Background: an optimization exercise with open tools, aiming at small area, a short achievable clock period and few clock cycles. Do not read the settings as production practice.
No run shown here included a check of the RTL's function; only the layout flow was run.
Power figures rest on the tool's default switching activity, not on a simulated workload.

**flow/design.v**
```verilog
module LCD_CTRL (
  input              clk,
  input              reset,
  input        [3:0] cmd,
  input              cmd_valid,
  input        [7:0] IROM_Q,
  output logic       IROM_rd,
  output logic [5:0] IROM_A,
  output logic       IRAM_valid,
  output logic [7:0] IRAM_D,
  output logic [5:0] IRAM_A,
  output logic       busy,
  output logic       done
);
  logic [7:0]  img [64];
  logic [63:0] vld;
  logic [2:0] x, y;           
  logic [1:0] ra, rb, ca, cb;
  logic [1:0] dra, drb, dca, dcb;   
  logic       dirty;                
  logic [7:0] W [4];          
  logic [3:0] Wv;             
  logic [3:0] rl;             
  logic       pend;           
  logic       is_alu;         
  logic [1:0] alu_op;         
  logic [3:0] from1;          
  logic       wr_act;         
  logic [3:0] rs [2], cs [2];
  logic [5:0] wa [4];
  always_comb
    for (int k = 0; k < 4; k++)
      wa[k] = {k[1] ? rb : ra, k[1], k[0] ? cb : ca, k[0]};
  logic [7:0] L  [4];
  logic [3:0] LV;
  always_comb
    for (int k = 0; k < 4; k++) begin
      L[k]  = 8'd0;
      LV[k] = 1'b0;
      for (int q = 0; q < 16; q++)
        if (rs[k / 2][q / 4] && cs[k % 2][q % 4]) begin
          L[k]  = L[k]  | img[(q / 4) * 16 + (k / 2) * 8 + (q % 4) * 2 + k % 2];
          LV[k] = LV[k] | vld[(q / 4) * 16 + (k / 2) * 8 + (q % 4) * 2 + k % 2];
        end
    end
  logic ready, exec, ldst, hit, is_avg;
  logic [3:0] ldhit;
  assign is_avg = is_alu && alu_op == 2'd2;
  assign ready = is_alu ? &Wv : &(Wv | ldhit);
  assign exec  = pend & ready;
  assign ldst  = IROM_rd & !wr_act;
  logic [1:0] ik;
  assign ik  = {IROM_A[3], IROM_A[0]};
  assign hit = ldst && (IROM_A[5:4] == (IROM_A[3] ? rb : ra)) &&
                       (IROM_A[2:1] == (IROM_A[0] ? cb : ca)) &&
                       !(rl[ik] ? LV[ik] : Wv[ik]);
  always_comb
    for (int k = 0; k < 4; k++) ldhit[k] = hit && (ik == 2'(k));
  function automatic logic ge8(input logic [7:0] a, input logic [7:0] b);
    logic [7:0] g, p;
    logic [3:0] g2, p2;
    logic [1:0] g4, p4;
    for (int i = 0; i < 8; i++) begin
      g[i] = a[i] & ~b[i];
      p[i] = a[i] | ~b[i];
    end
    for (int i = 0; i < 4; i++) begin
      g2[i] = g[2*i+1] | (p[2*i+1] & g[2*i]);
      p2[i] = p[2*i+1] & p[2*i];
    end
    for (int i = 0; i < 2; i++) begin
      g4[i] = g2[2*i+1] | (p2[2*i+1] & g2[2*i]);
      p4[i] = p2[2*i+1] & p2[2*i];
    end
    ge8 = g4[1] | (p4[1] & (g4[0] | p4[0]));
  endfunction
  logic c01, c02, c03, c12, c13, c23;   
  assign c01 = ge8(W[0], W[1]);
  assign c02 = ge8(W[0], W[2]);
  assign c03 = ge8(W[0], W[3]);
  assign c12 = ge8(W[1], W[2]);
  assign c13 = ge8(W[1], W[3]);
  assign c23 = ge8(W[2], W[3]);
  logic [3:0] mx, mn;
  assign mx[0] =  c01 &  c02 &  c03;
  assign mx[1] = !c01 &  c12 &  c13;
  assign mx[2] = !c02 & !c12 &  c23;
  assign mx[3] = !c03 & !c13 & !c23;
  assign mn[0] = !c01 & !c02 & !c03;
  assign mn[1] =  c01 & !c12 & !c13;
  assign mn[2] =  c02 &  c12 & !c23;
  assign mn[3] =  c03 &  c13 &  c23;
  logic [9:0] sum;
  logic [7:0] avg;
  assign sum = 10'(W[0]) + 10'(W[1]) + 10'(W[2]) + 10'(W[3]);
  assign avg = sum[9:2];
  logic [3:0] s;
  always_comb
    for (int i = 0; i < 4; i++)
      s[i] = (alu_op == 2'd0) ? mx[i] : (alu_op == 2'd1) ? mn[i] : 1'b0;
  logic [7:0] Wh [4];
  always_comb
    for (int k = 0; k < 4; k++) Wh[k] = ldhit[k] ? IROM_Q : W[k];
  logic [7:0] wb [4];
  always_comb
    for (int k = 0; k < 4; k++) begin
      wb[k] = is_avg ? avg : 8'd0;
      for (int i = 0; i < 4; i++) begin
        if (is_alu && s[i]) wb[k] = wb[k] | W[i];
        if ((!is_alu && i == (k ^ 1) && from1[k]) ||
            (!is_alu && i == (k ^ 2) && !from1[k]))
          wb[k] = wb[k] | Wh[i];
      end
    end
  always_ff @(posedge clk)
    for (int k = 0; k < 4; k++)
      if (exec)          W[k] <= wb[k];
      else if (ldhit[k]) W[k] <= IROM_Q;
      else if (rl[k])    W[k] <= L[k];
  logic [3:0] nWv;
  always_comb
    for (int k = 0; k < 4; k++)
      nWv[k] = exec | ldhit[k] | (rl[k] ? LV[k] : Wv[k]);
  always_ff @(posedge clk or posedge reset)
    if (reset) Wv <= 4'd0;
    else Wv <= nWv;
  for (genvar p = 0; p < 64; p++) begin : g_pix
    localparam int R = p / 8, C = p % 8, KC = (R % 2) * 2 + (C % 2);
    logic wen;
    assign wen = dirty && ((R % 2) ? (R / 2 == drb) : (R / 2 == dra)) &&
                          ((C % 2) ? (C / 2 == dcb) : (C / 2 == dca));
    always_ff @(posedge clk)
      if (wen) img[p] <= W[KC];
    always_ff @(posedge clk or posedge reset)
      if (reset) vld[p] <= 1'b0;
      else if (hit && IROM_A == 6'(p)) vld[p] <= 1'b1;
  end
  logic       acc, is_wr, is_data, wr_start;
  logic [15:0] c;            
  always_comb
    for (int i = 0; i < 16; i++) c[i] = (cmd == 4'(i));
  assign acc      = cmd_valid & !busy;
  assign is_wr    = c[0] | c[12] | c[13] | c[14] | c[15];
  assign is_data  = |c[11:5];
  assign wr_start = acc & is_wr;
  logic       mu, md, ml, mr;       
  assign mu = acc && c[1] && y != 3'd1;
  assign md = acc && c[2] && y != 3'd7;
  assign ml = acc && c[3] && x != 3'd1;
  assign mr = acc && c[4] && x != 3'd7;
  logic [2:0] ym1, yp1, xm1, xp1, ym2, xm2;
  assign ym1 = y - 3'd1;
  assign yp1 = y + 3'd1;
  assign ym2 = y - 3'd2;
  assign xm1 = x - 3'd1;
  assign xp1 = x + 3'd1;
  assign xm2 = x - 3'd2;
  logic [2:0] nx, ny;
  logic [1:0] nra, nrb, nca, ncb;
  logic [3:0] nrl;
  logic [5:0] na;
  always_comb begin
    nx  = x;
    ny  = y;
    nra = ra;
    nrb = rb;
    nca = ca;
    ncb = cb;
    nrl = 4'd0;
    na  = 6'd0;
    if (mu) begin
      ny  = ym1;
      nra = ym1[2:1];
      nrb = ym2[2:1];
      nrl = y[0] ? 4'b1100 : 4'b0011;
      na  = {ym2, ca, 1'b0};
    end
    if (md) begin
      ny  = yp1;
      nra = yp1[2:1];
      nrb = y[2:1];
      nrl = y[0] ? 4'b0011 : 4'b1100;
      na  = {yp1, ca, 1'b0};
    end
    if (ml) begin
      nx  = xm1;
      nca = xm1[2:1];
      ncb = xm2[2:1];
      nrl = x[0] ? 4'b1010 : 4'b0101;
      na  = {ra, 1'b0, xm2};
    end
    if (mr) begin
      nx  = xp1;
      nca = xp1[2:1];
      ncb = x[2:1];
      nrl = x[0] ? 4'b0101 : 4'b1010;
      na  = {ra, 1'b0, xp1};
    end
  end
  logic       cw_cls;
  logic [3:0] nfrom1;
  assign cw_cls = c[9] ^ x[0] ^ y[0];
  always_comb
    for (int k = 0; k < 4; k++)
      nfrom1[k] = c[11] | ((c[8] | c[9]) & ((k[1] == k[0]) ^ cw_cls));
  logic spec, fast, nwr;
  assign fast = wr_start & spec & !vld[0];
  assign nwr  = wr_start | (wr_act & (IROM_A != 6'd63));
  logic [5:0] nrd, wpix;
  assign nrd  = (wr_start & !fast) ? 6'd0 : IROM_A + 6'd1;
  assign wpix = wr_act ? IROM_A + 6'd1 : {5'd0, spec & !vld[0]};
  function automatic logic [3:0] oh(input logic [1:0] v);
    oh = 4'b1 << v;
  endfunction
  always_ff @(posedge clk) begin
    rs[0] <= mu ? oh(ym1[2:1]) : md ? oh(yp1[2:1]) : (ml | mr) ? oh(ra) : oh(wpix[5:4]);
    rs[1] <= mu ? oh(ym2[2:1]) : md ? oh(y[2:1])   : (ml | mr) ? oh(rb) : oh(wpix[5:4]);
    cs[0] <= ml ? oh(xm1[2:1]) : mr ? oh(xp1[2:1]) : (mu | md) ? oh(ca) : oh(wpix[2:1]);
    cs[1] <= ml ? oh(xm2[2:1]) : mr ? oh(x[2:1])   : (mu | md) ? oh(cb) : oh(wpix[2:1]);
  end
  logic npend, nperm, one;
  assign npend   = acc ? is_data : (pend & !exec);
  assign nperm   = acc ? (c[8] | c[9] | c[10] | c[11]) : !is_alu;
  assign one     = (need == 4'b0001) | (need == 4'b0010) | (need == 4'b0100) | (need == 4'b1000);
  always_ff @(posedge clk or posedge reset)
    if (reset) begin
      x      <= 3'd4;
      y      <= 3'd4;
      ra     <= 2'd2;
      rb     <= 2'd1;
      ca     <= 2'd2;
      cb     <= 2'd1;
      dirty  <= 1'b0;
      rl     <= 4'd0;
      pend   <= 1'b0;
      wr_act <= 1'b0;
    end else begin
      x      <= nx;
      y      <= ny;
      ra     <= nra;
      rb     <= nrb;
      ca     <= nca;
      cb     <= ncb;
      dirty  <= exec | hit;
      rl     <= nrl;
      wr_act <= nwr;
      pend   <= npend;
    end
  always_ff @(posedge clk) begin
    dra   <= ra;
    drb   <= rb;
    dca   <= ca;
    dcb   <= cb;
    if (acc) begin
      is_alu <= c[5] | c[6] | c[7];
      alu_op <= {c[7], c[6]};
      from1  <= nfrom1;
    end
  end
  logic [3:0] need;
  assign need = ~nWv;
  logic mv;
  assign mv = mu | md | ml | mr;
  always_ff @(posedge clk or posedge reset)
    if (reset) begin
      IROM_rd <= 1'b0;
      spec    <= 1'b0;
    end else begin
      IROM_rd <= (wr_start | wr_act) ? nwr : 1'b1;
      spec    <= !(wr_start | wr_act | mv) & !(|need);
    end
  always_ff @(posedge clk)
    if (wr_start | wr_act) IROM_A <= nrd;
    else if (mv)           IROM_A <= na;
    else if (need[0])      IROM_A <= wa[0];
    else if (need[1])      IROM_A <= wa[1];
    else if (need[2])      IROM_A <= wa[2];
    else if (need[3])      IROM_A <= wa[3];
    else                   IROM_A <= 6'd0;
  logic [1:0] wk;
  logic       inwin, pv;
  logic [7:0] pd;
  assign wk    = {IROM_A[3], IROM_A[0]};
  assign inwin = (IROM_A == wa[wk]);
  assign pv    = inwin ? Wv[wk] : LV[wk];
  assign pd    = inwin ? W[wk] : L[wk];
  always_ff @(posedge clk or posedge reset)
    if (reset) begin
      IRAM_valid <= 1'b0;
      done       <= 1'b0;
      busy       <= 1'b0;
    end else begin
      IRAM_valid <= wr_act | fast;
      done       <= IRAM_valid && !wr_act;
      busy       <= nwr | IRAM_valid | (npend & !(&nWv) & !(nperm & one));
    end
  always_ff @(posedge clk) begin
    IRAM_A <= IROM_A;
    IRAM_D <= (pv & !fast) ? pd : IROM_Q;
  end
endmodule
```
**flow/flow/run.sh**
```bash
#!/bin/bash
# Standard layout, with plain port buffers and timing repair aiming past the clock period.
set -euo pipefail
bash standard.sh SETUP_SLACK_MARGIN=8.4 "BUFFER_PORTS_ARGS=-buffer_cell sky130_fd_sc_hd__buf_4" finish > make.log 2>&1
```
**flow/standard.sh**
```bash
#!/bin/bash
# synth_recipe.tcl (not shown) runs the flow's synth.tcl, then flattens the netlist and writes it again
# the make line also repeats each setting of config.mk as NAME=value (left out here)
make -C /OpenROAD-flow-scripts/flow DESIGN_CONFIG=/design/flow/config.mk WORK_HOME=/design/flow/orfs CLKGATE_MAP_FILE= SYNTH_SCRIPT=/design/flow/synth_recipe.tcl "${@:-finish}"
```
**flow/config.mk**
```make
export PLATFORM = sky130hd
export DESIGN_NAME = LCD_CTRL
export DESIGN_NICKNAME = LCD_CTRL
export VERILOG_FILES = /design/flow/design.v
export SDC_FILE = /design/flow/constraint.sdc
export NUM_CORES = 8
export LEC_CHECK = 0
export CAP_MARGIN = 20
export CORE_MARGIN = 2
export CORE_UTILIZATION = 50
export CTS_CLUSTER_DIAMETER = 120
export CTS_CLUSTER_SIZE = 25
export SLEW_MARGIN = 20
```
**flow/constraint.sdc**
```tcl
create_clock -name core_clock -period 12.0 [get_ports {clk}]
set_input_delay 2.4000 -clock core_clock [delete_from_list [all_inputs] [get_ports {clk}]]
set_output_delay 2.4000 -clock core_clock [all_outputs]
set_load 0.01 [all_outputs]
```
==> results of run 1 <==
[synthesized netlist by cell type (36+ instances only)]
master,count,area (um2)
dfrtp_1,86,2150
a21o_1,67,503
o21ai_0,73,365
nor2_1,177,664
o22ai_1,57,357
clkbuf_1,129,484
dfxtp_1,44,881
a21oi_1,105,526
a222oi_1,89,891
a22oi_1,118,886
a22o_1,40,350
inv_1,69,259
mux2_2,36,405
nand2_1,97,364
ha_1,43,538
edfxtp_1,549,16500
[sequential cells by signal, summed over array words and instances (netlist names), 3 cells and up]
signal  count
IROM_A      6
x           3
IRAM_D      8
img       512
cs          8
Wv          4
rs          8
W          32
IRAM_A      6
rl          4
vld        64
[where the power goes]
group	internal, W	switching [W]	total [W]	leakage (nW)
registers	0.00280	0.000190	0.00299	6.51
clock network	0.000498	0.000736	0.00123	0.421
logic	0.00110	0.00183	0.00293	5.37
[layout make-up]
type,instances,area [um2],area share
multi-input combinational,1340,10800,0.312
timing repair buffer,201,1900,0.0550
inverter,75,302,0.00875
clock buffer,56,870,0.0252
clock inverter,1,20.0,0.000581
sequential,683,19700,0.570
tap,782,978,0.0284
[worst min-delay path by stage]
stage,from,endpoint,slack (ns)
finish,IROM_A[2]$_DFF_P_,IRAM_A[2]$_DFF_P_,0.42
global route,IROM_A[2]$_DFF_P_,IRAM_A[2]$_DFF_P_,0.42
CTS,vld[10]$_DFFE_PP0P_,vld[10]$_DFFE_PP0P_,0.47
detailed placement,vld[10]$_DFFE_PP0P_,vld[10]$_DFFE_PP0P_,0.44
global placement,vld[48]$_DFFE_PP0P_,vld[48]$_DFFE_PP0P_,0.44
floorplan,IROM_A[3]$_DFF_P_,IRAM_A[3]$_DFF_P_,0.39
[timing repair]
action / 4_1_cts / 5_1_grt
pin swaps: 56 / 57
setup buffers: 81 / 30
endpoints found under the setup margin: 177 / 140
gates cloned: 4 / 0
hold endpoints to repair: 0 / 0
resized for setup: 128 / 107
[routing by layer]
| metal | up-vias | GRT usage |
|---|---|---|
| met2 | 1310 | 0.470 |
| li1 | 9062 | - |
| met3 | 215 | 0.0509 |
| met5 | - | 0 |
| met1 | 11100 | 0.455 |
| met4 | 2 | 0.101 |
[logic make-up (layout without fill, tap and decap cells)]
group / count (synthesis) / count (layout) / synth area share
AO/OA/AOI/OAI: 695 / 695 / 0.170
flip-flops: 683 / 683 / 0.649
AND/OR/NAND/NOR: 471 / 471 / 0.0760
buffers and inverters: 235 / 333 / 0.0302
multiplexers: 87 / 87 / 0.0377
adder cells (fa/ha/maj): 67 / 67 / 0.0310
XOR/XNOR: 20 / 20 / 0.00579
[stage by stage]
stage	cell area [um2]	util	setup WS [ns]
floorplan	30400	-	7.75
global placement	31400	0.522	6.38
detailed placement	31400	0.522	6.28
CTS	33700	0.560	8.21
global route	34500	0.573	8.14
finish	34500	0.573	8.23
==> run summary, run 1 <==
first-pass GRT wire length=142,000 um; CTS clk-pin slew, worst paths=0.11 ns; worst-path cell chain=buf_12 > mux4_2 > nor2b_4 > or4_4 > o41a_1 > a211o_1 > nor4_4 > buf_4 > buf_12 > nand2_2 > a221oi_4 > a41oi_1; Global Route Usage Sum=0.309; DRT iter0 DRCs=3,209; number of distinct library cells after synthesis=85; Area Overhead vs Synth=14.0%; CP startpoint=IROM_A[0]$_DFF_P_; Worst R2R Path Depth=12; final hold slack=0.420 ns; DRT met1 WL=41,000 um; Async SR Flop Fraction=0.132; buffers plus inverters on the worst setup path=3; gpl congestion=0.937; Power per Cell Area=208 nW/um2; clock root cell=clkbuf_16; Initial DRT Pass Iterations=7; cells after synthesis=2,258; pin count of the biggest net entering global routing=60; Hold Crit Class=flip-flop to flip-flop; Initial Util=0.503; slowest cell on the critical path=mux4_2; Highest Signal Layer=met5; Ports=39; Setup-failing EPs final=0; Clock Sinks=683; Worst VDD drop=0.000278 V; most frequent cells in the layout=edfxtp_1 (549), nor2_1 (167), buf_4 (151); Syn Nets=2,332; Top delay family on crit path=compound AO/OA/AOI/OAI gates; Final #Nets=2,406; worst reg-to-reg setup slack=8.23 ns; Max-slew headroom=0.231; worst slew pin tran=1.14 ns; Cell Rows=90; share of layout cells above drive strength 1=0.199; CTS tree=done; residual DRC count=0; vias per cell=6.91; WP depth=12; Worst Path Max Fanout=8; vias=21,700; vias in the first global route=20,500; Final Max Tran Viols=0; die width=250 um; WP data arrival=4.12 ns; Syn Std Cell Area=30,200 um2; critical path's most frequent cell=buf_12; n_diodes=0; post-DP HPWL=60,900 um; Tot Pwr=0.00716 W; commonest non-fill, non-tap cell in the layout=edfxtp_1; die area=62,500 um2; worst setup path category=flip-flop to flip-flop; setup TNS=0 ns; initial antenna violation count=2; CP Capture Type=flip-flop; leakage=12.3 nW; WL final=99,100 um; clk_skew=0.0322 ns; met3 wire len=9840 um; max-cap viol count=0; GRT Residual Overflow=0; PortBufs=38; Critical Path Start Type=flip-flop; cts hold-fix bufs=0; remaining antenna violation count=0; number of H-tree levels=1; CP peak stage delay=0.49 ns; minimum clock period=3.77 ns; Final Non-Filler Cells=3,138; RSZ-0062 raised after global routing=true; Worst-Skew Late Latency=0.64 ns; DP Cell Count=2,965; Worst R2R Start=IROM_A[0]$_DFF_P_; sequential share of the synthesized area=0.649; Hold Vio Cnt, Final=0; wire length per cell=31.6 um; CP Capture Point=W[1][3]$_DFFE_PP_; Mean Syn Cell Area=13.4 um2; metal2 WL=44,200 um; Yosys reg bits=683; Max Freq=266 MHz; status=finished clean; worst reg2reg path endpoint=W[1][3]$_DFFE_PP_; Synth Flop Type=edfxtp_1; required time of the critical path=12.36 ns; hold path cells=0; Core ar.=60,100 um2; Yosys warning count=9; filler instances=4,825; Max Root-Sink Buffers=3; EDFF count, synth=549; ratio of final minimum period to clock period=0.314; die height=250 um; Num CTS Buffers=31
==> run 2, diff against run 1 <==
--- a/flow/design.v
+++ b/flow/design.v
@@ -46,7 +46,8 @@
   logic ready, exec, ldst, hit, is_avg;
   logic [3:0] ldhit;
   assign is_avg = is_alu && alu_op == 2'd2;
-  assign ready = is_alu ? &Wv : &(Wv | ldhit);
+  logic [3:0] land;
+  assign ready = is_alu ? &Wv : &(Wv | land);
   assign exec  = pend & ready;
   assign ldst  = IROM_rd & !wr_act;
   logic [1:0] ik;
@@ -54,8 +55,14 @@
   assign hit = ldst && (IROM_A[5:4] == (IROM_A[3] ? rb : ra)) &&
                        (IROM_A[2:1] == (IROM_A[0] ? cb : ca)) &&
                        !(rl[ik] ? LV[ik] : Wv[ik]);
+  logic inw;
+  assign inw = ldst && (IROM_A[5:4] == (IROM_A[3] ? rb : ra)) &&
+                       (IROM_A[2:1] == (IROM_A[0] ? cb : ca));
   always_comb
-    for (int k = 0; k < 4; k++) ldhit[k] = hit && (ik == 2'(k));
+    for (int k = 0; k < 4; k++) begin
+      ldhit[k] = hit && (ik == 2'(k));
+      land[k]  = inw && (ik == 2'(k)) && !Wv[k];
+    end
   function automatic logic ge8(input logic [7:0] a, input logic [7:0] b);
     logic [7:0] g, p;
     logic [3:0] g2, p2;
@@ -100,7 +107,7 @@
       s[i] = (alu_op == 2'd0) ? mx[i] : (alu_op == 2'd1) ? mn[i] : 1'b0;
   logic [7:0] Wh [4];
   always_comb
-    for (int k = 0; k < 4; k++) Wh[k] = ldhit[k] ? IROM_Q : W[k];
+    for (int k = 0; k < 4; k++) Wh[k] = land[k] ? IROM_Q : W[k];
   logic [7:0] wb [4];
   always_comb
     for (int k = 0; k < 4; k++) begin
==> run 2 against run 1 <==
Via count rose by 1.3%. Register-to-register slack got worse by 0.09 ns. Sequential cell count stayed put. Design area is 0.23% lower. Still clean. Power down 4.4%. Worst hold slack better by 0.045 ns. Sequential share of layout area increased by 0.13 points. Core utilization shrank 0.34 points. Worst setup slack worse by 0.085 ns. First-iteration DRC count down 1.8%.
==> run summary, run 2 <==
Max-slew headroom=0.262 (+0.0310); first-pass GRT wire length=147,000 um (+3.2%); Global Route Usage Sum=0.320 (+0.0105); Synth Flop Type=edfxtp_1; Largest regs=img (512), vld (64), W (32); EDFF count, synth=549 (unchanged); Top delay family on crit path=compound AO/OA/AOI/OAI gates; post-DP HPWL=64,700 um (+6.2%); pin count of the biggest net entering global routing=59 (-1.7%); Initial Util=0.506 (+0.00343); cells after synthesis=2,271 (+0.58%); final instance area=34,400 um2 (-0.23%); WL final=102,000 um (+3.3%); commonest non-fill, non-tap cell in the layout=edfxtp_1; DRT iter0 DRCs=3,150 (-1.8%); Setup-failing EPs final=0 (unchanged); Cell Rows=90 (unchanged); die width=251 um (+0.52%); post-synth top area share=0.539 (-0.00571); gpl congestion=0.914 (-2.4%); RSZ-0062 raised after global routing=true; most used routing layer=met2; slowest cell on the critical path=fa_1; CTS tree=done; Worst VDD drop=0.000150 V (-46%); filler instances=4,912 (+1.8%); Clock Sinks=683 (unchanged); die area=63,100 um2 (+1.0%); status=finished clean; worst slew pin tran=1.10 ns (-0.0384 ns); setup TNS=0 ns (unchanged); Worst Path Max Fanout=4 (-4); met1 usage=0.450 (-0.00500); WP data arrival=4.24 ns (+0.12 ns); pre-CTS setup slack=7.18 ns (+0.897 ns); CTS clk-pin slew, worst paths=0.11 ns (about the same); Hold Crit Class=flip-flop to flip-flop; Largest register FFs=512 (unchanged); Num CTS Buffers=31 (unchanged); die height=251 um (+0.52%); most instantiated library cell after synthesis=edfxtp_1; PortBufs=38 (unchanged); vias per cell=6.94 (+0.43%); minimum clock period=3.85 ns (+0.0854 ns); Critical Path Start Type=flip-flop; Final Max Tran Viols=0 (unchanged); Initial DRT Pass Iterations=7 (unchanged); most frequent cells in the layout=edfxtp_1 (549), buf_4 (172), nor2_1 (157), a22oi_1 (157), dfrtp_1 (84); Mean Syn Cell Area=13.5 um2 (+0.48%); buffers plus inverters on the worst setup path=0 (-3); wire length per cell=32.3 um (+2.4%); required time of the critical path=12.39 ns (+0.03 ns); Area Overhead vs Synth=12.5%; Syn Nets=2,345 (+0.56%); area leader, netlist=edfxtp_1; leakage=12.2 nW (-0.82%); Power per Cell Area=199 nW/um2 (-4.2%); worst-path cell chain=fa_1 > fa_1 > and3b_1 > fa_2 > a21o_1 > a21oi_2 > o21bai_1 > a21oi_2 > xnor2_1 > a221o_1 > a2111oi_4 > a22oi_1; GRT Residual Overflow=0 (unchanged); clock root cell=clkbuf_16; worst reg-to-reg setup slack=8.15 ns (-0.09 ns); remaining antenna violation count=0 (unchanged); Yosys warning count=9 (unchanged); share of layout cells above drive strength 1=0.192 (-0.00722); Hold Vio Cnt, Final=0 (unchanged); clk_skew=0.0350 ns (+0.00275 ns); Worst-Skew Late Latency=0.64 ns (about the same); Async SR Flop Fraction=0.132 (unchanged); CP peak stage delay=0.55 ns (+0.06 ns); sequential share of the synthesized area=0.642 (-0.00680); Post-synth top cells=edfxtp_1 (549), nor2_1 (168), a22oi_1 (158); max-cap viol count=0 (unchanged); Final #Nets=2,431 (+1.0%); residual DRC count=0 (unchanged); number of distinct library cells after synthesis=93 (+9.4%); number of H-tree levels=1 (unchanged); met3 Use GR=0.0510 (+0.000149); Area after DPL=31,800 um2 (+1.2%); Syn Std Cell Area=30,600 um2 (+1.1%); GR Layer Usage met2=0.494 (+0.0241); Core ar.=60,400 um2 (+0.37%); Yosys reg bits=683 (unchanged); worst setup path category=flip-flop to flip-flop; initial antenna violation count=2 (unchanged); fin worst setup slack=8.15 ns (-0.0854 ns); ratio of final minimum period to clock period=0.321 (+0.00711); vias=22,000 (+1.3%); Max Root-Sink Buffers=3 (unchanged); vias in the first global route=20,900 (+1.9%); Top reg by flops=img; Area contributors post-synth=edfxtp_1 (54%), dfrtp_1 (7.0%), a22oi_1 (3.9%); Max Freq=260 MHz (-2.2%); Ports=39 (unchanged); CP Capture Type=flip-flop
-- run 2: changes by cell type in the layout (fill, tap and decap cells not counted), moves of 14 or more --
cell and delta:
a22oi_1 +42, o22ai_1 +29, nand2_1 -14, mux2i_1 +14
o211ai_1 +15, a41oi_2 -22, a21oi_1 -19, buf_4 +21
-- run 2: worst register-to-register path, delay by kind of cell (launching register included) --
family / cells / cell delay [ns]
xor gates and xnor gates: 1 / 0.10
and+or+nand+nor: 1 / 0.23
DFF: 1 / 0.46
AOI/OAI and AO/OA: 7 / 1.51
adders and majority gates: 3 / 1.31
-- run 2: final cells by class --
| class | count | area [um2] | area share |
|---|---|---|---|
| Antenna cell | 1 | 2.50 | 0.0000728 |
| Clock inverter | 2 | 28.8 | 0.000837 |
| Timing Repair Buffer | 215 | 1870 | 0.0543 |
| Tap cell | 782 | 978 | 0.0284 |
| Sequential cell | 683 | 19700 | 0.571 |
| Multi-Input combinational cell | 1354 | 10700 | 0.310 |
| Clock buffer | 56 | 870 | 0.0253 |
| Inverter | 72 | 317 | 0.00920 |
-- run 2: cells by family after synthesis --
| group | count (synthesis) | share of synthesized area |
|---|---|---|
| AO/OA/AOI/OAI | 695 | 0.174 |
| XOR/XNOR | 21 | 0.00602 |
| adder cells (fa/ha/maj) | 65 | 0.0301 |
| buffers and inverters | 236 | 0.0300 |
| flip-flops | 683 | 0.642 |
| multiplexers | 92 | 0.0397 |
| AND/OR/NAND/NOR | 479 | 0.0786 |
-- run 2: timing repair --
item                                    in CTS  in global routing
hold buffers                                 0                  0
gates resized for setup                     78                 82
pin swaps                                   33                 51
buffers inserted                            62                 60
endpoints found under the setup margin     182                126
gates cloned                                 2                  2
-- run 2: per-layer routing --
metal	wire, um	vias up	share of wire
met2	46500	1393	0.45
met3	10600	238	0.10
met4	5260	2	0.051
met5	13	-	0.00013
met1	40000	11200	0.39
li1	-	9167	-
-- run 2: path summary, 6_finish.rpt --
path / cells past startpoint / start / to
worst min-delay path: 1 / vld[55]$_DFFE_PP0P_ / vld[55]$_DFFE_PP0P_
worst max-delay path: 12 / W[1][1]$_DFFE_PP_ / W[3][5]$_DFFE_PP_
min in group asynchronous: 2 / reset / ra[0]$_DFFE_PP0N_
worst max register to register: 12 / W[1][1]$_DFFE_PP_ / W[3][5]$_DFFE_PP_
max in group asynchronous: 3 / reset / IRAM_valid$_DFF_PP0_
worst min register to register: 1 / vld[55]$_DFFE_PP0P_ / vld[55]$_DFFE_PP0P_
-- run 2: power breakdown --
group	internal (W)	leakage, nW	switching, W	total (W)
Clock	0.000499	0.426	0.000732	0.00123
Sequential	0.00276	6.51	0.000185	0.00294
Combinational	0.000962	5.27	0.00170	0.00267
-- run 2: through the flow --
| step | hold slack (ns) | cells | utilization | total power [W] |
|---|---|---|---|---|
| 4_1_cts | 0.467 | 3102 | 0.555 | 0.00669 |
| 2_1_floorplan | 0.392 | 2271 | - | 0.00437 |
| 3_5_place_dp | 0.443 | 2980 | 0.526 | 0.00533 |
| 5_1_grt | 0.475 | 3164 | 0.570 | 0.00706 |
| 3_3_place_gp | 0.433 | 2980 | 0.526 | 0.00531 |
| 6_report | 0.465 | 3165 | 0.570 | 0.00684 |
==> run 3, diff against run 2 <==
==> flow/flow/run.sh (replaced) <==
#!/bin/bash
# Standard layout, with plain port buffers and timing repair aiming past the clock period.
set -euo pipefail
bash standard.sh SETUP_SLACK_MARGIN=8.3 "BUFFER_PORTS_ARGS=-buffer_cell sky130_fd_sc_hd__buf_4" finish > make.log 2>&1
==> run 3 against run 2 <==
Still clean on timing, DRC and antenna. Routed wire length fell by 0.47%. Synthesized area did not move. Clock power hardly changed. Design area decreased by 0.82%. Combinational power is 3% lower. Global-route usage decreased by 0.22 points. Sequential power barely moved. Fmax shrank 1.3%. Largest power group unchanged.
==> run summary, run 3 <==
CP Capture Type=flip-flop; setup TNS=0 ns (unchanged); Post-synth top cells=edfxtp_1 (549), nor2_1 (168), a22oi_1 (158); area leader, netlist=edfxtp_1; Largest regs=img (512), vld (64), W (32); Max Root-Sink Buffers=3 (unchanged); most instantiated library cell after synthesis=edfxtp_1; filler instances=4,935 (+0.47%); number of distinct library cells after synthesis=93 (unchanged); cells after synthesis=2,271 (unchanged); Yosys reg bits=683 (unchanged); Initial DRT Pass Iterations=7 (unchanged); number of H-tree levels=1 (unchanged); Area contributors post-synth=edfxtp_1 (54%), dfrtp_1 (7.0%), a22oi_1 (3.9%); DRT iter0 DRCs=2,979 (-5.4%); Initial Util=0.506 (unchanged); post-DP HPWL=64,400 um (-0.45%); Syn Std Cell Area=30,600 um2 (unchanged); Critical Path Start Type=flip-flop; die width=251 um (unchanged); CTS tree=done; Worst-Skew Late Latency=0.65 ns (about the same); Final #Nets=2,416 (-0.62%); Area Overhead vs Synth=11.6%; hold path cells=0 (-1); leakage=12.1 nW (-0.65%); post-synth top area share=0.539 (unchanged); first-pass GRT wire length=146,000 um (-0.43%); Mean Syn Cell Area=13.5 um2 (unchanged); clock root cell=clkbuf_16; Largest register FFs=512 (unchanged); Synth Flop Type=edfxtp_1; Yosys warning count=9 (unchanged); most frequent cells in the layout=edfxtp_1 (549), buf_4 (174), nor2_1 (159); Worst R2R Path Depth=13 (+1); Clock Sinks=683 (unchanged); EDFF count, synth=549 (unchanged); worst slew pin tran=1.12 ns (+0.0149 ns); commonest non-fill, non-tap cell in the layout=edfxtp_1; gpl congestion=0.970 (+6.0%); worst-path cell chain=buf_6 > fa_1 > fa_1 > and3b_2 > fa_2 > a21o_1 > a21oi_2 > o21bai_1 > a21oi_2 > xnor2_1 > a221o_1 > a2111oi_4 > a22oi_1; CP peak stage delay=0.55 ns (about the same); Worst Path Max Fanout=4 (unchanged); vias in the first global route=20,800 (-0.45%); slowest cell on the critical path=fa_1; status=finished clean; Num CTS Buffers=31 (unchanged); Final Max Tran Viols=0 (unchanged); die height=251 um (unchanged); Hold Crit Class=flip-flop to flip-flop; Worst VDD drop=0.000141 V (-5.9%); vias=21,800 (-0.71%); Global Route Usage Sum=0.317 (-0.00215); Cell Rows=90 (unchanged); Hold Vio Cnt, Final=0 (unchanged); Async SR Flop Fraction=0.132 (unchanged); ratio of final minimum period to clock period=0.325 (+0.00434); Power per Cell Area=199 nW/um2 (-0.11%); pin count of the biggest net entering global routing=52 (-12%); Core ar.=60,400 um2 (unchanged); Top reg by flops=img; Tot Pwr=0.00677 W (-0.93%); Ports=39 (unchanged); Syn Nets=2,345 (unchanged); cts hold-fix bufs=0 (unchanged); worst reg-to-reg setup slack=8.10 ns (-0.05 ns); vias per cell=6.93 (-0.21%); Setup-failing EPs final=0 (unchanged); PortBufs=38 (unchanged); initial antenna violation count=2 (unchanged); Max Freq=256 MHz (-1.3%); wire length per cell=32.3 um (about the same); residual DRC count=0 (unchanged); worst setup path category=flip-flop to flip-flop; minimum clock period=3.90 ns (+0.0521 ns); n_diodes=0 (-1); WL final=102,000 um (-0.47%); required time of the critical path=12.39 ns (about the same); Max-slew headroom=0.252 (-0.00997); remaining antenna violation count=0 (unchanged); max-cap viol count=0 (unchanged); share of layout cells above drive strength 1=0.177 (-0.0148); WP data arrival=4.29 ns (+0.05 ns); RSZ-0062 raised after global routing=true; CTS clk-pin slew, worst paths=0.11 ns (about the same); GRT Residual Overflow=0 (unchanged); fin util=0.565 (-0.00466); die area=63,100 um2 (unchanged); clk_skew=0.0268 ns (-0.00813 ns); sequential share of the synthesized area=0.642 (unchanged)
## run 3: layout make-up
cell class / count / area [um2] / area share
sequential: 683 / 19700 / 0.576
multi-input combinational: 1353 / 10500 / 0.308
timing repair buffer: 201 / 1760 / 0.0516
tap: 782 / 978 / 0.0287
clock buffer: 56 / 870 / 0.0255
inverter: 72 / 304 / 0.00891
clock inverter: 2 / 28.8 / 0.000844
## run 3: metal layers
| layer | GRT usage | share of wire | up-vias |
|---|---|---|---|
| met1 | 0.450 | 0.40 | 11200 |
| met2 | 0.492 | 0.45 | 1300 |
| li1 | - | - | 9128 |
| met3 | 0.0577 | 0.098 | 222 |
| met5 | 0 | 0 | - |
| met4 | 0.119 | 0.045 | 0 |
## run 3: final timing paths
| kind | start | end |
|---|---|---|
| setup / recovery | W[0][1]$_DFFE_PP_ | W[3][5]$_DFFE_PP_ |
| hold / removal | IROM_A[4]$_DFF_P_ | IRAM_A[4]$_DFF_P_ |
| setup reg to reg | W[0][1]$_DFFE_PP_ | W[3][5]$_DFFE_PP_ |
| hold reg to reg | IROM_A[4]$_DFF_P_ | IRAM_A[4]$_DFF_P_ |
| max in group asynchronous | reset | IRAM_valid$_DFF_PP0_ |
| min in group asynchronous | reset | vld[61]$_DFFE_PP0P_ |
## run 3: kinds of logic after synthesis
group	synth area share
muxes	0.0397
xor gates and xnor gates	0.00602
adders and majority gates	0.0301
AOI/OAI and AO/OA	0.174
DFF	0.642
buffers and inverters	0.0300
and+or+nand+nor	0.0786
## run 3: power by group
part | internal (W) | switching [W] | leakage, nW
Combinational | 0.000939 | 0.00165 | 5.19
Sequential | 0.00276 | 0.000187 | 6.50
Clock | 0.000499 | 0.000743 | 0.426
## run 3: stage by stage
| stage | worst slack, ns | instance area, um2 | instances | hold slack [ns] |
|---|---|---|---|---|
| 4_1_cts | 8.12 | 33300 | 3087 | 0.447 |
| 5_1_grt | 7.93 | 34100 | 3149 | 0.445 |
| 2_1_floorplan | 7.77 | 30700 | 2271 | 0.392 |
| 6_report | 8.10 | 34100 | 3149 | 0.436 |
| 3_5_place_dp | 7.19 | 31800 | 2984 | 0.439 |
| 3_3_place_gp | 7.22 | 31800 | 2984 | 0.437 |
## run 3: what timing repair did
action	4_1_cts	5_1_grt
pin swaps	26	39
setup endpoints to repair	157	137
buffers inserted	43	59
cloned	2	3
gates resized for setup	60	63
## run 3: worst max-delay path, delay by kind of cell (launching register included)
family,cells,cell delay [ns]
buffers and inverters,1,0.16
XOR/XNOR,1,0.09
AND/OR/NAND/NOR,1,0.24
adder cells (fa/ha/maj),3,1.29
flip-flops,1,0.44
AO/OA/AOI/OAI,7,1.43
==> run 4, diff against run 3 <==
--- a/flow/design.v
+++ b/flow/design.v
@@ -44,9 +44,8 @@
         end
     end
   logic ready, exec, ldst, hit, is_avg;
-  logic [3:0] ldhit;
+  logic [3:0] ldhit, land;
   assign is_avg = is_alu && alu_op == 2'd2;
-  logic [3:0] land;
   assign ready = is_alu ? &Wv : &(Wv | land);
   assign exec  = pend & ready;
   assign ldst  = IROM_rd & !wr_act;
@@ -105,25 +104,24 @@
   always_comb
     for (int i = 0; i < 4; i++)
       s[i] = (alu_op == 2'd0) ? mx[i] : (alu_op == 2'd1) ? mn[i] : 1'b0;
-  logic [7:0] Wh [4];
-  always_comb
-    for (int k = 0; k < 4; k++) Wh[k] = land[k] ? IROM_Q : W[k];
   logic [7:0] wb [4];
   always_comb
     for (int k = 0; k < 4; k++) begin
       wb[k] = is_avg ? avg : 8'd0;
-      for (int i = 0; i < 4; i++) begin
-        if (is_alu && s[i]) wb[k] = wb[k] | W[i];
-        if ((!is_alu && i == (k ^ 1) && from1[k]) ||
+      for (int i = 0; i < 4; i++)
+        if ((is_alu && s[i]) ||
+            (!is_alu && i == (k ^ 1) && from1[k]) ||
             (!is_alu && i == (k ^ 2) && !from1[k]))
-          wb[k] = wb[k] | Wh[i];
-      end
+          wb[k] = wb[k] | W[i];
     end
+  logic [3:0] lt;
+  always_comb
+    for (int k = 0; k < 4; k++) lt[k] = !is_alu && (from1[k] ? land[k ^ 1] : land[k ^ 2]);
   always_ff @(posedge clk)
     for (int k = 0; k < 4; k++)
-      if (exec)          W[k] <= wb[k];
-      else if (ldhit[k]) W[k] <= IROM_Q;
-      else if (rl[k])    W[k] <= L[k];
+      if (exec && !lt[k])            W[k] <= wb[k];
+      else if (exec ? lt[k] : ldhit[k]) W[k] <= IROM_Q;
+      else if (rl[k])                W[k] <= L[k];
   logic [3:0] nWv;
   always_comb
     for (int k = 0; k < 4; k++)
==> flow/flow/run.sh (replaced) <==
#!/bin/bash
# Standard layout, with plain port buffers and timing repair aiming past the clock period.
set -euo pipefail
bash standard.sh SETUP_SLACK_MARGIN=8.4 "BUFFER_PORTS_ARGS=-buffer_cell sky130_fd_sc_hd__buf_4" finish > make.log 2>&1
==> run 4 against run 3 <==
Still clean on timing, DRC and antenna. Clock-buffer cell count stayed put. Routed wire length shrank 4.6%. Via count fell by 2.6%. Critical endpoint is now W[3][7]$_DFFE_PP_. Largest power group is now combinational logic.
==> run summary, run 4 <==
most frequent cells in the layout=edfxtp_1 (549), buf_4 (153), nand2_1 (145); Max Root-Sink Buffers=3 (unchanged); status=finished clean; CP Capture Type=flip-flop; post-DP HPWL=58,900 um (-8.5%); Worst Path Max Fanout=4 (unchanged); Yosys reg bits=683 (unchanged); leakage=12.7 nW (+5.1%); number of distinct library cells after synthesis=94 (+1.1%); Top reg by flops=img; post-synth top area share=0.539 (about the same); Synth Flop Type=edfxtp_1; pin count of the biggest net entering global routing=65 (+25%); residual DRC count=0 (unchanged); Final Max Tran Viols=0 (unchanged); commonest non-fill, non-tap cell in the layout=edfxtp_1; Cell Rows=90 (unchanged); Syn Std Cell Area=30,600 um2 (about the same); WP data arrival=4.18 ns (-0.11 ns); CTS tree=done; vias per cell=6.71 (-3.2%); setup TNS=0 ns (unchanged); Clock Sinks=683 (unchanged); filler instances=4,879 (-1.1%); PortBufs=38 (unchanged); Yosys warning count=8 (-1); wire length per cell=30.7 um (-5.2%); WL final=97,100 um (-4.6%); minimum clock period=3.79 ns (-0.112 ns); worst slew pin tran=1.17 ns (+0.0503 ns); Worst VDD drop=0.000171 V (+22%); die height=251 um (about the same); die width=251 um (about the same); RSZ-0062 raised after global routing=true; Async SR Flop Fraction=0.132 (unchanged); Hold Vio Cnt, Final=0 (unchanged); Final #Nets=2,436 (+0.83%); number of H-tree levels=1 (unchanged); GRT Residual Overflow=0 (unchanged); initial antenna violation count=2 (unchanged); Post-synth top cells=edfxtp_1 (549), nand2_1 (152), a22oi_1 (134); n_diodes=0 (unchanged); sequential share of the synthesized area=0.642 (about the same); Critical Path Start Type=flip-flop; Max Freq=264 MHz (+2.9%); Initial DRT Pass Iterations=9 (+2); Global Route Usage Sum=0.301 (-0.0164); share of layout cells above drive strength 1=0.154 (-0.0232); Mean Syn Cell Area=13.3 um2 (-1.3%); Largest register FFs=512 (unchanged); Syn Nets=2,375 (+1.3%); clock root cell=clkbuf_16; gpl congestion=0.955 (-1.6%); Max-slew headroom=0.219 (-0.0337); vias=21,200 (-2.6%); required time of the critical path=12.39 ns (about the same); vias in the first global route=20,400 (-1.9%); Ports=39 (unchanged); remaining antenna violation count=0 (unchanged); Worst-Skew Late Latency=0.66 ns (about the same); cells after synthesis=2,301 (+1.3%); Initial Util=0.506 (about the same); Largest regs=img (512), vld (64), W (32); DRT iter0 DRCs=3,176 (+6.6%); area leader, netlist=edfxtp_1; CTS clk-pin slew, worst paths=0.10 ns (about the same); Core ar.=60,400 um2 (unchanged); first-pass GRT wire length=140,000 um (-4.1%); Num CTS Buffers=31 (unchanged); clk_skew=0.0444 ns (+0.0175 ns); Setup-failing EPs final=0 (unchanged); EDFF count, synth=549 (unchanged); Area Overhead vs Synth=10.9%; ratio of final minimum period to clock period=0.316 (-0.00931); max-cap viol count=0 (unchanged); Tot Pwr=0.00773 W (+14%); Hold Crit Class=flip-flop to flip-flop; Area contributors post-synth=edfxtp_1 (54%), dfrtp_1 (7.0%), a222oi_1 (3.6%); worst setup path category=flip-flop to flip-flop; Power per Cell Area=228 nW/um2 (+15%); fin util=0.562 (-0.00346); most instantiated library cell after synthesis=edfxtp_1; die area=63,100 um2 (about the same)
[run 4: cell count changes after synthesis, moves of 17 or more]
cell      previous run  this run
nand2_1             74       152
a22o_1              27        90
o22ai_1             83        22
nor2_1             168       112
a222oi_1            77       111
inv_1               63        97
a22oi_1            158       134
nand2b_1            23        47
mux2_2              27         5
nand4_1              7        24
or4_1               21         4
[run 4: power by group]
| group | internal (W) | switching (W) |
|---|---|---|
| Combinational | 0.00125 | 0.00206 |
| Clock | 0.000497 | 0.000737 |
| Sequential | 0.00291 | 0.000278 |
| Total | 0.00466 | 0.00307 |
[run 4: path summary, 6_finish.rpt]
check / from / end / slack [ns] / cells after the start
min reg2reg: vld[20]$_DFFE_PP0P_ / vld[20]$_DFFE_PP0P_ / 0.46 / 1
max: W[2][1]$_DFFE_PP_ / W[3][7]$_DFFE_PP_ / 8.21 / 13
min: vld[20]$_DFFE_PP0P_ / vld[20]$_DFFE_PP0P_ / 0.46 / 1
max reg2reg: W[2][1]$_DFFE_PP_ / W[3][7]$_DFFE_PP_ / 8.21 / 13
max in group asynchronous: reset / busy$_DFF_PP0_ / 8.86 / 3
min in group asynchronous: reset / vld[6]$_DFFE_PP0P_ / 1.86 / 2
[run 4: timing repair]
item,4_1_cts,5_1_grt
hold buffers,0,0
resized for setup,43,34
pin swaps,11,25
cloned,4,2
endpoints found under the setup margin,144,81
setup buffers,65,34
[run 4: per-layer routing]
metal	track usage	vias to the layer above	part of all wire
met4	0.106	2	0.039
met2	0.474	1178	0.46
met5	0	-	0.00051
met3	0.0578	199	0.095
met1	0.420	10700	0.40
li1	-	9135	-
[run 4: through the flow]
step	hold WS [ns]	cell area, um2	std cells	worst slack, ns
after floorplan	0.390	30800	2301	8.00
after global placement	0.437	31700	3006	7.33
after detailed placement	0.436	31800	3006	7.38
after CTS	0.460	33500	3132	8.23
after global routing	0.475	33900	3168	8.06
final	0.460	33900	3168	8.21
[run 4: worst max-delay path: stages (launching register included)]
cell       delay (ns)
edfxtp_1         0.49
fa_1             0.59
fa_1             0.40
and3b_2          0.24
fa_2             0.35
a21o_1           0.19
a21oi_2          0.16
o21bai_1         0.11
a21oi_2          0.19
o21bai_1         0.10
a21oi_2          0.17
o22ai_2          0.10
a2111oi_4        0.31
a22oi_1          0.12
[run 4: final cells by class]
type	instances	area [um2]	area share
Sequential cell	683	19700	0.580
Inverter	99	375	0.0111
Clock buffer	56	870	0.0256
Multi-Input combinational cell	1364	10400	0.306
Tap cell	782	978	0.0289
Timing Repair Buffer	183	1610	0.0476
Clock inverter	1	20.0	0.000590
[run 4: cells by family (layout without fill, tap and decap cells)]
kind of cell / Yosys count / in the layout / share of synthesized area
AO/OA/AOI/OAI: 686 / 686 / 0.173
AND/OR/NAND/NOR: 517 / 518 / 0.0847
multiplexers: 72 / 72 / 0.0317
buffers and inverters: 255 / 339 / 0.0318
XOR/XNOR: 22 / 22 / 0.00631
adder cells (fa/ha/maj): 66 / 66 / 0.0304
flip-flops: 683 / 683 / 0.642
==> run 5, diff against run 4 <==
==> flow/flow/run.sh (replaced) <==
#!/bin/bash
# Standard layout, with plain port buffers and timing repair aiming past the clock period.
set -euo pipefail
bash standard.sh SETUP_SLACK_MARGIN=8.5 "BUFFER_PORTS_ARGS=-buffer_cell sky130_fd_sc_hd__buf_4" finish > make.log 2>&1
==> run 5 against run 4 <==
Critical path depth unchanged. Still clean. Clock-buffer cell count unchanged. Largest power group unchanged. Design area increased by 1.4%. Highest routed layer unchanged.
==> run summary, run 5 <==
Worst R2R Start=W[2][1]$_DFFE_PP_; PortBufs=38 (unchanged); vias in the first global route=20,600 (+1.1%); final hold slack=0.467 ns (+0.00711 ns); required time of the critical path=12.36 ns (-0.03 ns); CTS tree=done; worst setup path category=flip-flop to flip-flop; vias=21,700 (+2.2%); Async SR Flop Fraction=0.132 (unchanged); Setup-failing EPs final=0 (unchanged); Largest regs=img (512), vld (64), W (32); status=finished clean; Critical Path Start Type=flip-flop; area leader, netlist=edfxtp_1; sequential share of the synthesized area=0.642 (unchanged); Initial DRT Pass Iterations=8 (-1); filler instances=4,898 (+0.39%); WL final=97,500 um (+0.40%); CTS clk-pin slew, worst paths=0.10 ns (about the same); minimum clock period=3.80 ns (+0.0125 ns); most instantiated library cell after synthesis=edfxtp_1; pre-CTS setup slack=7.14 ns (-0.239 ns); hold path cells=1 (unchanged); Mean Syn Cell Area=13.3 um2 (unchanged); Syn Std Cell Area=30,600 um2 (unchanged); remaining antenna violation count=0 (unchanged); share of layout cells above drive strength 1=0.178 (+0.0240); die width=251 um (unchanged); leakage=12.9 nW (+1.6%); GRT Residual Overflow=0 (unchanged); worst reg2reg path endpoint=W[2][7]$_DFFE_PP_; part of the power in registers=0.402 (-0.010); Final Max Tran Viols=0 (unchanged); worst reg-to-reg setup slack=8.20 ns (about the same); die area=63,100 um2 (unchanged); Largest register FFs=512 (unchanged); hold endpoint=vld[19]$_DFFE_PP0P_; Worst Path Max Fanout=4 (unchanged); Clock Sinks=683 (unchanged); Cell Rows=90 (unchanged); origin of the worst min-delay path=vld[19]$_DFFE_PP0P_; Area contributors post-synth=edfxtp_1 (54%), dfrtp_1 (7.0%), a222oi_1 (3.6%); Worst-Skew Late Latency=0.64 ns (-0.02 ns); Max-slew headroom=0.204 (-0.0148); commonest non-fill, non-tap cell in the layout=edfxtp_1; first-pass GRT wire length=141,000 um (+0.66%); vias per cell=6.77 (+0.91%); Synth Flop Type=edfxtp_1; setup TNS=0 ns (unchanged); Yosys warning count=8 (unchanged); CP Capture Type=flip-flop; die height=251 um (unchanged); fin worst setup slack=8.20 ns (-0.0125 ns); Num CTS Buffers=31 (unchanged); Ports=39 (unchanged); wire length per cell=30.4 um (-0.83%); Hold Crit Class=flip-flop to flip-flop; Gate power share=0.444 (+0.016); EDFF count, synth=549 (unchanged); gpl congestion=0.946 (-0.86%); worst slew pin tran=1.19 ns (+0.0222 ns); Worst VDD drop=0.000182 V (+6.3%); clock root cell=clkbuf_16; pin count of the biggest net entering global routing=71 (+9.2%); Core ar.=60,400 um2 (unchanged); cells after synthesis=2,301 (unchanged); sw frac=0.395 (-0.00287); number of distinct library cells after synthesis=94 (unchanged); Post-synth top cells=edfxtp_1 (549), nand2_1 (152), a22oi_1 (134); Global Route Usage Sum=0.303 (+0.00187); RSZ-0062 raised after global routing=true; Initial Util=0.506 (unchanged); internal power=0.00481 W (+3.2%); DRT iter0 DRCs=3,343 (+5.3%); Power per Cell Area=231 nW/um2 (+1.4%); Top reg by flops=img; post-synth top area share=0.539 (unchanged); clk_skew=0.0448 ns (+0.000471 ns); Yosys reg bits=683 (unchanged); Worst R2R Path Depth=13 (unchanged); ratio of final minimum period to clock period=0.317 (+0.00104); Max Freq=263 MHz (-0.33%); Syn Nets=2,375 (unchanged); clock power share=0.154 (-0.005); post-DP HPWL=58,500 um (-0.71%); Tot Pwr=0.00795 W (+2.8%); number of H-tree levels=1 (unchanged); Switch Pwr=0.00314 W (+2.0%); Hold Vio Cnt, Final=0 (unchanged); Area Overhead vs Synth=12.5%; initial antenna violation count=4 (+2); max-cap viol count=0 (unchanged); residual DRC count=0 (unchanged); WP data arrival=4.16 ns (-0.02 ns); Max Root-Sink Buffers=3 (unchanged); Final #Nets=2,474 (+1.6%); most frequent cells in the layout=edfxtp_1 (549), buf_4 (177), nand2_1 (145)
run 5: worst max-delay path, stage by stage, from the launching register on:
cell,delay [ns]
edfxtp_1,0.49
fa_1,0.59
fa_1,0.41
and3b_2,0.25
fa_2,0.35
a21o_1,0.18
a21oi_2,0.14
o21bai_1,0.12
a21oi_2,0.16
o21bai_1,0.10
a21oi_2,0.16
o22ai_2,0.09
a2111oi_4,0.35
a22oi_1,0.12
run 5: logic make-up after synthesis:
kind of cell    Yosys count  share of synthesized area
compound gates          686                      0.173
xor+xnor                 22                    0.00631
simple gates            517                     0.0847
buf+inv                 255                     0.0318
flops                   683                      0.642
mux                      72                     0.0317
fa+ha+maj                66                     0.0304
run 5: through the flow:
stage	area, um2	util	instances
floorplan	30800	-	2301
global placement	31700	0.526	3003
detailed placement	31700	0.526	3003
CTS	33900	0.561	3173
global route	34400	0.569	3206
finish	34400	0.569	3207
run 5: layout make-up:
cell class | count | area (um2) | share of cell area
antenna | 1 | 2.50 | 0.0000728
clock buffer | 56 | 870 | 0.0253
clock inverter | 1 | 20.0 | 0.000583
inverter | 99 | 375 | 0.0109
multi-input combinational | 1365 | 10600 | 0.307
sequential | 683 | 19700 | 0.572
tap | 782 | 978 | 0.0285
timing repair buffer | 220 | 1890 | 0.0551
run 5: timing repair:
item	CTS	global route
pin swaps	28	20
buffers inserted	109	31
cloned	4	1
resized for setup	74	59
hold buffers	0	0
setup endpoints to repair	176	114
run 5: worst max path at each step:
stage	start	end	slack [ns]	cells past startpoint
3_5_place_dp	cmd_valid	IROM_A[2]$_DFF_P_	7.14	9
3_3_place_gp	cmd_valid	IROM_A[2]$_DFF_P_	7.11	9
2_1_floorplan	cmd[0]	cb[0]$_DFFE_PP1N_	8.00	7
5_1_grt	W[2][1]$_DFFE_PP_	W[2][5]$_DFFE_PP_	8.15	14
6_report	W[2][1]$_DFFE_PP_	W[2][7]$_DFFE_PP_	8.20	13
4_1_cts	W[2][1]$_DFFE_PP_	W[2][7]$_DFFE_PP_	8.26	13
run 5: power by group through the flow:
stage	clock network, W	logic (W)	registers [W]
after global placement	0	0.00274	0.00335
after floorplan	0	0.00195	0.00315
after CTS	0.00124	0.00329	0.00320
final	0.00123	0.00353	0.00319
after detailed placement	0	0.00276	0.00336
after global routing	0.00132	0.00373	0.00321
run 5: routing by layer:
layer / track usage / up-vias / part of all wire
li1: - / 9229 / -
met1: 0.425 / 11000 / 0.40
met2: 0.487 / 1252 / 0.46
met3: 0.0522 / 197 / 0.098
met4: 0.0910 / 2 / 0.036
met5: 0 / - / 0.00016
==> run 6, diff against run 5 <==
==> flow/flow/run.sh (replaced) <==
#!/bin/bash
# Standard layout with plain port buffers, timing repair aiming past the
# clock period, and adders left to ABC instead of full-adder cells.
set -euo pipefail
bash standard.sh SETUP_SLACK_MARGIN=8.4 "BUFFER_PORTS_ARGS=-buffer_cell sky130_fd_sc_hd__buf_4" ADDER_MAP_FILE= finish > make.log 2>&1
==> run 6 against run 5 <==
Combinational power decreased by 27%. Core utilization decreased by 1.1 points. Power decreased by 15%. Via count decreased by 1.1%. Critical path type is now primary input to flip-flop. Critical endpoint is now cs[0][3]$_DFF_P_. Largest cell class unchanged.
==> run summary, run 6 <==
cells after synthesis=2,316 (+0.65%); Cell Rows=90 (unchanged); first-pass GRT wire length=141,000 um (about the same); clk_skew=0.0196 ns (-0.0252 ns); buffers plus inverters on the worst setup path=2 (+2); post-synth top area share=0.544 (+0.00504); Yosys reg bits=683 (unchanged); Critical Path Start Type=primary input; Global Route Usage Sum=0.305 (+0.00226); most frequent cells in the layout=edfxtp_1 (549), nor2_1 (178), a22oi_1 (154); Worst VDD drop=0.000169 V (-6.9%); Initial Util=0.504 (-0.00281); clock power share=0.185 (+0.031); clock root cell=clkbuf_16; most instantiated library cell after synthesis=edfxtp_1; Ports=39 (unchanged); CTS clk-pin slew, worst paths=0.10 ns (about the same); Power per Cell Area=200 nW/um2 (-13%); Area Overhead vs Synth=10.9%; Async SR Flop Fraction=0.132 (unchanged); Gate power share=0.384 (-0.060); Largest register FFs=512 (unchanged); CTS tree=done; CP peak stage delay=0.31 ns (-0.28 ns); Top delay family on crit path=compound AO/OA/AOI/OAI gates; Hold Crit Class=flip-flop to flip-flop; Worst R2R Path Depth=11 (-2); residual DRC count=0 (unchanged); vias=21,500 (-1.1%); minimum clock period=4.02 ns (+0.217 ns); Top reg by flops=img; Num CTS Buffers=31 (unchanged); post-DP HPWL=61,500 um (+5.3%); status=finished clean; ratio of final minimum period to clock period=0.335 (+0.0181); max-cap viol count=0 (unchanged); number of H-tree levels=1 (unchanged); vias per cell=6.80 (+0.44%); Syn Std Cell Area=30,300 um2 (-0.93%); DRT iter0 DRCs=2,956 (-12%); remaining antenna violation count=0 (unchanged); Yosys warning count=8 (unchanged); die width=250 um (-0.46%); worst reg2reg path endpoint=W[1][0]$_DFFE_PP_; Clock Sinks=683 (unchanged); final hold slack=0.475 ns (+0.00810 ns); share of layout cells above drive strength 1=0.168 (-0.0106); fin util=0.558 (-0.0110); Mean Syn Cell Area=13.1 um2 (-1.6%); sw frac=0.376 (-0.0182); Syn Nets=2,331 (-1.9%); WP depth=12 (-1); CP Capture Point=cs[0][3]$_DFF_P_; Tot Pwr=0.00672 W (-15%); Max Root-Sink Buffers=3 (unchanged); Worst R2R Start=W[3][1]$_DFFE_PP_; Synth Flop Type=edfxtp_1; Post-synth top cells=edfxtp_1 (549), nor2_1 (188), a22oi_1 (154); leakage=11.4 nW (-12%); RSZ-0062 raised after global routing=true; setup TNS=0 ns (unchanged); GRT Residual Overflow=0 (unchanged); worst slew pin tran=1.17 ns (-0.0203 ns); WP data arrival=4.58 ns (+0.42 ns); worst reg-to-reg setup slack=8.42 ns (+0.22 ns); Area contributors post-synth=edfxtp_1 (54%), dfrtp_1 (7.1%), a22oi_1 (3.8%); Core ar.=60,100 um2 (-0.37%); Max Freq=249 MHz (-5.4%); Largest regs=img (512), vld (64), W (32); wire length per cell=30.7 um (+0.81%); Max-slew headroom=0.217 (+0.0136); required time of the critical path=12.56 ns (+0.20 ns); PortBufs=38 (unchanged); EDFF count, synth=549 (unchanged); part of the power in registers=0.430 (+0.028); commonest non-fill, non-tap cell in the layout=edfxtp_1; area leader, netlist=edfxtp_1; Setup-failing EPs final=0 (unchanged); CP startpoint=cmd[3]; DP Cell Count=3,015 (+0.40%); CP Capture Type=flip-flop; gpl congestion=0.923 (-2.4%); hold path cells=1 (unchanged); die area=62,500 um2 (-0.91%); worst-path cell chain=buf_8 > nor4b_4 > buf_4 > nand2_4 > or2_4 > o2bb2ai_4 > a21o_4 > a41o_1 > o21a_1 > a21oi_2 > a31oi_1 > a221o_1; number of distinct library cells after synthesis=87 (-7.4%); filler instances=5,022 (+2.5%); Final Max Tran Viols=0 (unchanged); cts hold-fix bufs=0 (unchanged); Worst-Skew Late Latency=0.66 ns (+0.02 ns); WL final=96,800 um (-0.70%); Initial DRT Pass Iterations=8 (unchanged); Final #Nets=2,365 (-4.4%); initial antenna violation count=5 (+1); Final Non-Filler Cells=3,159 (-1.5%); die height=250 um (-0.46%); vias in the first global route=20,700 (+0.33%); worst setup path category=primary input to flip-flop; sequential share of the synthesized area=0.648 (+0.00600); slowest cell on the critical path=a221o_1; pin count of the biggest net entering global routing=68 (-4.2%); internal power=0.00419 W (-13%); Hold Vio Cnt, Final=0 (unchanged); Worst Path Max Fanout=3 (-1); Switch Pwr=0.00253 W (-19%)
[run 6: layer usage]
metal / part of all wire / GRT usage
met5: 0.00029 / 0
met4: 0.030 / 0.0922
met3: 0.095 / 0.0473
met2: 0.47 / 0.491
met1: 0.40 / 0.430
[run 6: logic make-up after synthesis]
group / synth area share
and+or+nand+nor: 0.0837
adders and majority gates: 0.00938
AOI/OAI and AO/OA: 0.174
muxes: 0.0405
xor gates and xnor gates: 0.0144
DFF: 0.648
buffers and inverters: 0.0303
[run 6: area by class of cell]
type,count,area [um2],share of cell area
flip-flops and latches,683,19600,0.585
repair buffers,184,1590,0.0474
clock inverters,3,40.0,0.00119
multi-input cells,1395,10200,0.304
clock buffers,55,866,0.0258
well taps,782,978,0.0291
inverters,55,244,0.00727
diodes,2,5.00,0.000149
[run 6: power groups by stage]
stage	clock network, W	logic (W)	registers (W)
global route	0.00134	0.00272	0.00291
floorplan	0	0.00154	0.00287
CTS	0.00126	0.00250	0.00289
finish	0.00124	0.00258	0.00289
detailed placement	0	0.00236	0.00297
global placement	0	0.00235	0.00296
[run 6: how the worst min path moves through the flow]
stage	endpoint	from
finish	vld[3]$_DFFE_PP0P_	vld[3]$_DFFE_PP0P_
global route	vld[14]$_DFFE_PP0P_	vld[14]$_DFFE_PP0P_
CTS	vld[3]$_DFFE_PP0P_	vld[3]$_DFFE_PP0P_
detailed placement	IRAM_A[0]$_DFF_P_	IROM_A[0]$_DFF_P_
global placement	IRAM_A[0]$_DFF_P_	IROM_A[0]$_DFF_P_
floorplan	dra[0]$_DFF_P_	ra[0]$_DFFE_PP0N_
[run 6: timing repair]
action                                  4_1_cts  5_1_grt
pin swaps                                    19       21
setup buffers                                62       22
endpoints found under the setup margin      179      115
gates resized for setup                      87       40
[run 6: worst reg2reg max path, delay by kind of cell, from the launching register on]
kind	cells	cell delay [ns]
simple gates	2	0.64
fa+ha+maj	1	0.36
flops	1	0.43
buf+inv	2	0.40
compound gates	5	1.36
mux	1	0.13
[run 6: metrics by stage]
stage	cell area (um2)	setup WS (ns)
after floorplan	30500	7.35
final	33600	7.98
after global placement	31500	6.49
after global routing	33600	7.91
after detailed placement	31500	6.49
after CTS	33200	8.02

port drivers added, routing unchanged:
The results above use ideal ports. As a check the final layouts listed here were re-extracted and re-timed, cells and wires unchanged.
Step 1 (the two cells are an assumption about what drives the block):
set clk [get_ports {clk}]
set_driving_cell -lib_cell sky130_fd_sc_hd__clkbuf_16 $clk
set_driving_cell -lib_cell sky130_fd_sc_hd__buf_2 [delete_from_list [all_inputs] $clk]
Step 2 moves the port delays by t, midway between the first and last clock arrival at a register: inputs arrive t later, outputs are due t later. That takes back most of the time a late clock gives input paths.
Three values: ideal ports, drivers, drivers and shift; two values: the first two.
run | shift t [ns] | slack for setup (ns) | latest minus earliest clock arrival (ns) | worst slew at a driven data input, ns
run 1 | 0.691 | 8.234 / 8.205 / 7.584 | 0.032 / 0.033 | 0.05
run 2 | 0.694 | 8.149 / 8.149 / 7.587 | 0.037 / 0.038 | 0.09
run 3 | 0.703 | 8.097 / 8.097 / 7.524 | 0.032 / 0.032 | 0.07
run 4 | 0.698 | 8.208 / 8.208 / 7.720 | 0.045 / 0.045 | 0.06
run 5 | 0.681 | 8.196 / 8.196 / 7.864 | 0.047 / 0.046 | 0.05
run 6 | 0.717 | 7.979 / 8.004 / 7.287 | 0.020 / 0.020 | 0.08
After both steps setup and hold are still met in every run listed. The setup slack of run 6, which loses most, moves by +0.025 ns with the drivers and by -0.692 ns with both steps.
